This design comes from an exercise in tuning for a short achievable clock period on the open sky130 flow, not from production work.

// LEGLiteSingle
module LEGLiteSingle(
	iaddr,		 
	daddr,		 
	dwrite,		 
	dread,		 
	dwdata,		 
	alu_out,	 
	clock,
	idata,		 
	ddata,		 
	reset,
	probe
	);
For scale: ~130 flip-flops, roughly 20000 µm² of cells after synthesis.
export LEC_CHECK = 0
export CAP_MARGIN = 20
export CORE_MARGIN = 2
export CORE_UTILIZATION = 40
export SETUP_SLACK_MARGIN = 2.0
export SLEW_MARGIN = 20
create_clock -name core_clock -period 8.5 [get_ports {clock}]
standard.sh (not shown) runs the stock make flow with config.mk's settings and CLKGATE_MAP_FILE= SYNTH_SCRIPT=/design/flow/synth_recipe.tcl, a recipe that flattens the netlist after the stock synthesis.
==> flow/flow/run.sh <==
#!/bin/bash
# The standard layout with two synthesis changes, both for speed:
#  - no yosys full/half adder extraction (ADDER_MAP_FILE empty), so abc maps
#    the adders itself;
#  - slow cells added to the platform's don't-use list: the non-inverting
#    complex gates (and4, or4, mux2, maj3, a221o, ...), so abc builds the logic
#    from faster inverting gates, and the delay cells (clkdlybuf4s*, dlygate*,
#    dlymetal*), which the resizer would otherwise pick as port buffers.
PLATFORM_DONT_USE="sky130_fd_sc_hd__probe_p_8 sky130_fd_sc_hd__probec_p_8 sky130_fd_sc_hd__lpflow_bleeder_1 sky130_fd_sc_hd__lpflow_clkbufkapwr_1 sky130_fd_sc_hd__lpflow_clkbufkapwr_16 sky130_fd_sc_hd__lpflow_clkbufkapwr_2 sky130_fd_sc_hd__lpflow_clkbufkapwr_4 sky130_fd_sc_hd__lpflow_clkbufkapwr_8 sky130_fd_sc_hd__lpflow_clkinvkapwr_1 sky130_fd_sc_hd__lpflow_clkinvkapwr_16 sky130_fd_sc_hd__lpflow_clkinvkapwr_2 sky130_fd_sc_hd__lpflow_clkinvkapwr_4 sky130_fd_sc_hd__lpflow_clkinvkapwr_8 sky130_fd_sc_hd__lpflow_decapkapwr_12 sky130_fd_sc_hd__lpflow_decapkapwr_3 sky130_fd_sc_hd__lpflow_decapkapwr_4 sky130_fd_sc_hd__lpflow_decapkapwr_6 sky130_fd_sc_hd__lpflow_decapkapwr_8 sky130_fd_sc_hd__lpflow_inputiso0n_1 sky130_fd_sc_hd__lpflow_inputiso0p_1 sky130_fd_sc_hd__lpflow_inputiso1n_1 sky130_fd_sc_hd__lpflow_inputiso1p_1 sky130_fd_sc_hd__lpflow_inputisolatch_1 sky130_fd_sc_hd__lpflow_isobufsrc_1 sky130_fd_sc_hd__lpflow_isobufsrc_16 sky130_fd_sc_hd__lpflow_isobufsrc_2 sky130_fd_sc_hd__lpflow_isobufsrc_4 sky130_fd_sc_hd__lpflow_isobufsrc_8 sky130_fd_sc_hd__lpflow_isobufsrckapwr_16 sky130_fd_sc_hd__lpflow_lsbuf_lh_hl_isowell_tap_1 sky130_fd_sc_hd__lpflow_lsbuf_lh_hl_isowell_tap_2 sky130_fd_sc_hd__lpflow_lsbuf_lh_hl_isowell_tap_4 sky130_fd_sc_hd__lpflow_lsbuf_lh_isowell_4 sky130_fd_sc_hd__lpflow_lsbuf_lh_isowell_tap_1 sky130_fd_sc_hd__lpflow_lsbuf_lh_isowell_tap_2 sky130_fd_sc_hd__lpflow_lsbuf_lh_isowell_tap_4"
SLOW_CELLS="sky130_fd_sc_hd__a2111o_1 sky130_fd_sc_hd__a2111o_2 sky130_fd_sc_hd__a2111o_4 sky130_fd_sc_hd__a2111oi_0 sky130_fd_sc_hd__a2111oi_1 sky130_fd_sc_hd__a2111oi_2 sky130_fd_sc_hd__a2111oi_4 sky130_fd_sc_hd__a211o_1 sky130_fd_sc_hd__a211o_2 sky130_fd_sc_hd__a211o_4 sky130_fd_sc_hd__a211oi_1 sky130_fd_sc_hd__a211oi_2 sky130_fd_sc_hd__a211oi_4 sky130_fd_sc_hd__a21boi_0 sky130_fd_sc_hd__a21boi_1 sky130_fd_sc_hd__a21boi_2 sky130_fd_sc_hd__a21boi_4 sky130_fd_sc_hd__a221o_1 sky130_fd_sc_hd__a221o_2 sky130_fd_sc_hd__a221o_4 sky130_fd_sc_hd__a221oi_1 sky130_fd_sc_hd__a221oi_2 sky130_fd_sc_hd__a221oi_4 sky130_fd_sc_hd__a222oi_1 sky130_fd_sc_hd__a2bb2o_1 sky130_fd_sc_hd__a2bb2o_2 sky130_fd_sc_hd__a2bb2o_4 sky130_fd_sc_hd__a2bb2oi_1 sky130_fd_sc_hd__a2bb2oi_2 sky130_fd_sc_hd__a2bb2oi_4 sky130_fd_sc_hd__a311o_1 sky130_fd_sc_hd__a311o_2 sky130_fd_sc_hd__a311o_4 sky130_fd_sc_hd__a311oi_1 sky130_fd_sc_hd__a311oi_2 sky130_fd_sc_hd__a311oi_4 sky130_fd_sc_hd__a32o_1 sky130_fd_sc_hd__a32o_2 sky130_fd_sc_hd__a32o_4 sky130_fd_sc_hd__a32oi_1 sky130_fd_sc_hd__a32oi_2 sky130_fd_sc_hd__a32oi_4 sky130_fd_sc_hd__a41o_1 sky130_fd_sc_hd__a41o_2 sky130_fd_sc_hd__a41o_4 sky130_fd_sc_hd__a41oi_1 sky130_fd_sc_hd__a41oi_2 sky130_fd_sc_hd__a41oi_4 sky130_fd_sc_hd__and3b_1 sky130_fd_sc_hd__and3b_2 sky130_fd_sc_hd__and3b_4 sky130_fd_sc_hd__and4_1 sky130_fd_sc_hd__and4_2 sky130_fd_sc_hd__and4_4 sky130_fd_sc_hd__and4b_1 sky130_fd_sc_hd__and4b_2 sky130_fd_sc_hd__and4b_4 sky130_fd_sc_hd__and4bb_1 sky130_fd_sc_hd__and4bb_2 sky130_fd_sc_hd__and4bb_4 sky130_fd_sc_hd__maj3_1 sky130_fd_sc_hd__maj3_2 sky130_fd_sc_hd__maj3_4 sky130_fd_sc_hd__mux2_1 sky130_fd_sc_hd__mux2_2 sky130_fd_sc_hd__mux2_4 sky130_fd_sc_hd__mux2_8 sky130_fd_sc_hd__mux2i_1 sky130_fd_sc_hd__mux2i_2 sky130_fd_sc_hd__mux2i_4 sky130_fd_sc_hd__mux4_1 sky130_fd_sc_hd__mux4_2 sky130_fd_sc_hd__mux4_4 sky130_fd_sc_hd__nor4_1 sky130_fd_sc_hd__nor4_2 sky130_fd_sc_hd__nor4_4 sky130_fd_sc_hd__nor4b_1 sky130_fd_sc_hd__nor4b_2 sky130_fd_sc_hd__nor4b_4 sky130_fd_sc_hd__nor4bb_1 sky130_fd_sc_hd__nor4bb_2 sky130_fd_sc_hd__nor4bb_4 sky130_fd_sc_hd__o2111a_1 sky130_fd_sc_hd__o2111a_2 sky130_fd_sc_hd__o2111a_4 sky130_fd_sc_hd__o2111ai_1 sky130_fd_sc_hd__o2111ai_2 sky130_fd_sc_hd__o2111ai_4 sky130_fd_sc_hd__o211a_1 sky130_fd_sc_hd__o211a_2 sky130_fd_sc_hd__o211a_4 sky130_fd_sc_hd__o211ai_1 sky130_fd_sc_hd__o211ai_2 sky130_fd_sc_hd__o211ai_4 sky130_fd_sc_hd__o21ba_1 sky130_fd_sc_hd__o21ba_2 sky130_fd_sc_hd__o21ba_4 sky130_fd_sc_hd__o21bai_1 sky130_fd_sc_hd__o21bai_2 sky130_fd_sc_hd__o21bai_4 sky130_fd_sc_hd__o221a_1 sky130_fd_sc_hd__o221a_2 sky130_fd_sc_hd__o221a_4 sky130_fd_sc_hd__o221ai_1 sky130_fd_sc_hd__o221ai_2 sky130_fd_sc_hd__o221ai_4 sky130_fd_sc_hd__o2bb2a_1 sky130_fd_sc_hd__o2bb2a_2 sky130_fd_sc_hd__o2bb2a_4 sky130_fd_sc_hd__o2bb2ai_1 sky130_fd_sc_hd__o2bb2ai_2 sky130_fd_sc_hd__o2bb2ai_4 sky130_fd_sc_hd__o311a_1 sky130_fd_sc_hd__o311a_2 sky130_fd_sc_hd__o311a_4 sky130_fd_sc_hd__o311ai_0 sky130_fd_sc_hd__o311ai_1 sky130_fd_sc_hd__o311ai_2 sky130_fd_sc_hd__o311ai_4 sky130_fd_sc_hd__o32a_1 sky130_fd_sc_hd__o32a_2 sky130_fd_sc_hd__o32a_4 sky130_fd_sc_hd__o32ai_1 sky130_fd_sc_hd__o32ai_2 sky130_fd_sc_hd__o32ai_4 sky130_fd_sc_hd__o41a_1 sky130_fd_sc_hd__o41a_2 sky130_fd_sc_hd__o41a_4 sky130_fd_sc_hd__o41ai_1 sky130_fd_sc_hd__o41ai_2 sky130_fd_sc_hd__o41ai_4 sky130_fd_sc_hd__or2b_1 sky130_fd_sc_hd__or2b_2 sky130_fd_sc_hd__or2b_4 sky130_fd_sc_hd__or3_1 sky130_fd_sc_hd__or3_2 sky130_fd_sc_hd__or3_4 sky130_fd_sc_hd__or3b_1 sky130_fd_sc_hd__or3b_2 sky130_fd_sc_hd__or3b_4 sky130_fd_sc_hd__or4_1 sky130_fd_sc_hd__or4_2 sky130_fd_sc_hd__or4_4 sky130_fd_sc_hd__or4b_1 sky130_fd_sc_hd__or4b_2 sky130_fd_sc_hd__or4b_4 sky130_fd_sc_hd__or4bb_1 sky130_fd_sc_hd__or4bb_2 sky130_fd_sc_hd__or4bb_4 sky130_fd_sc_hd__xnor3_1 sky130_fd_sc_hd__xnor3_2 sky130_fd_sc_hd__xnor3_4 sky130_fd_sc_hd__xor3_1 sky130_fd_sc_hd__xor3_2 sky130_fd_sc_hd__xor3_4 sky130_fd_sc_hd__clkdlybuf4s15_1 sky130_fd_sc_hd__clkdlybuf4s15_2 sky130_fd_sc_hd__clkdlybuf4s18_1 sky130_fd_sc_hd__clkdlybuf4s18_2 sky130_fd_sc_hd__clkdlybuf4s25_1 sky130_fd_sc_hd__clkdlybuf4s25_2 sky130_fd_sc_hd__clkdlybuf4s50_1 sky130_fd_sc_hd__clkdlybuf4s50_2 sky130_fd_sc_hd__dlygate4sd1_1 sky130_fd_sc_hd__dlygate4sd2_1 sky130_fd_sc_hd__dlygate4sd3_1 sky130_fd_sc_hd__dlymetal6s2s_1 sky130_fd_sc_hd__dlymetal6s4s_1 sky130_fd_sc_hd__dlymetal6s6s_1"
bash standard.sh ADDER_MAP_FILE= "DONT_USE_CELLS=$PLATFORM_DONT_USE $SLOW_CELLS" finish > standard.log 2>&1
The starting point ran to the end with no violations.
Edit:
Settings changed: CORE_UTILIZATION 40 to 50, SETUP_SLACK_MARGIN 2.0 to 5.0.
Result:
- This time the run did not get past global routing
- synthesized area stays the same
- synthesized cell count does not change
No functional check of the RTL was part of any run of this note.

==> static timing again, ports no longer ideal <==
The results above use ideal ports. As a check the final layout listed here was re-extracted and re-timed, cells and wires unchanged. Step 1 assumes that a clkbuf_16 drives the clock port and a buf_2 every other input. Step 2 also shifts input and output timing later by t, the mid clock arrival at the registers, as if the neighbouring blocks saw the same clock. Three values: no drivers, after step 1, after step 2; two values: the first two.
run: the first run
t, ns: 0.562
setup WS [ns]: 2.028 / 1.972 / 1.972
hold WS [ns]: 0.520 / 0.520 / 0.520
worst setup path at the end: input to output
After both steps the first run still meets setup and hold. The setup slack of the first run moves by -0.056 ns with the drivers and by -0.056 ns with both steps.
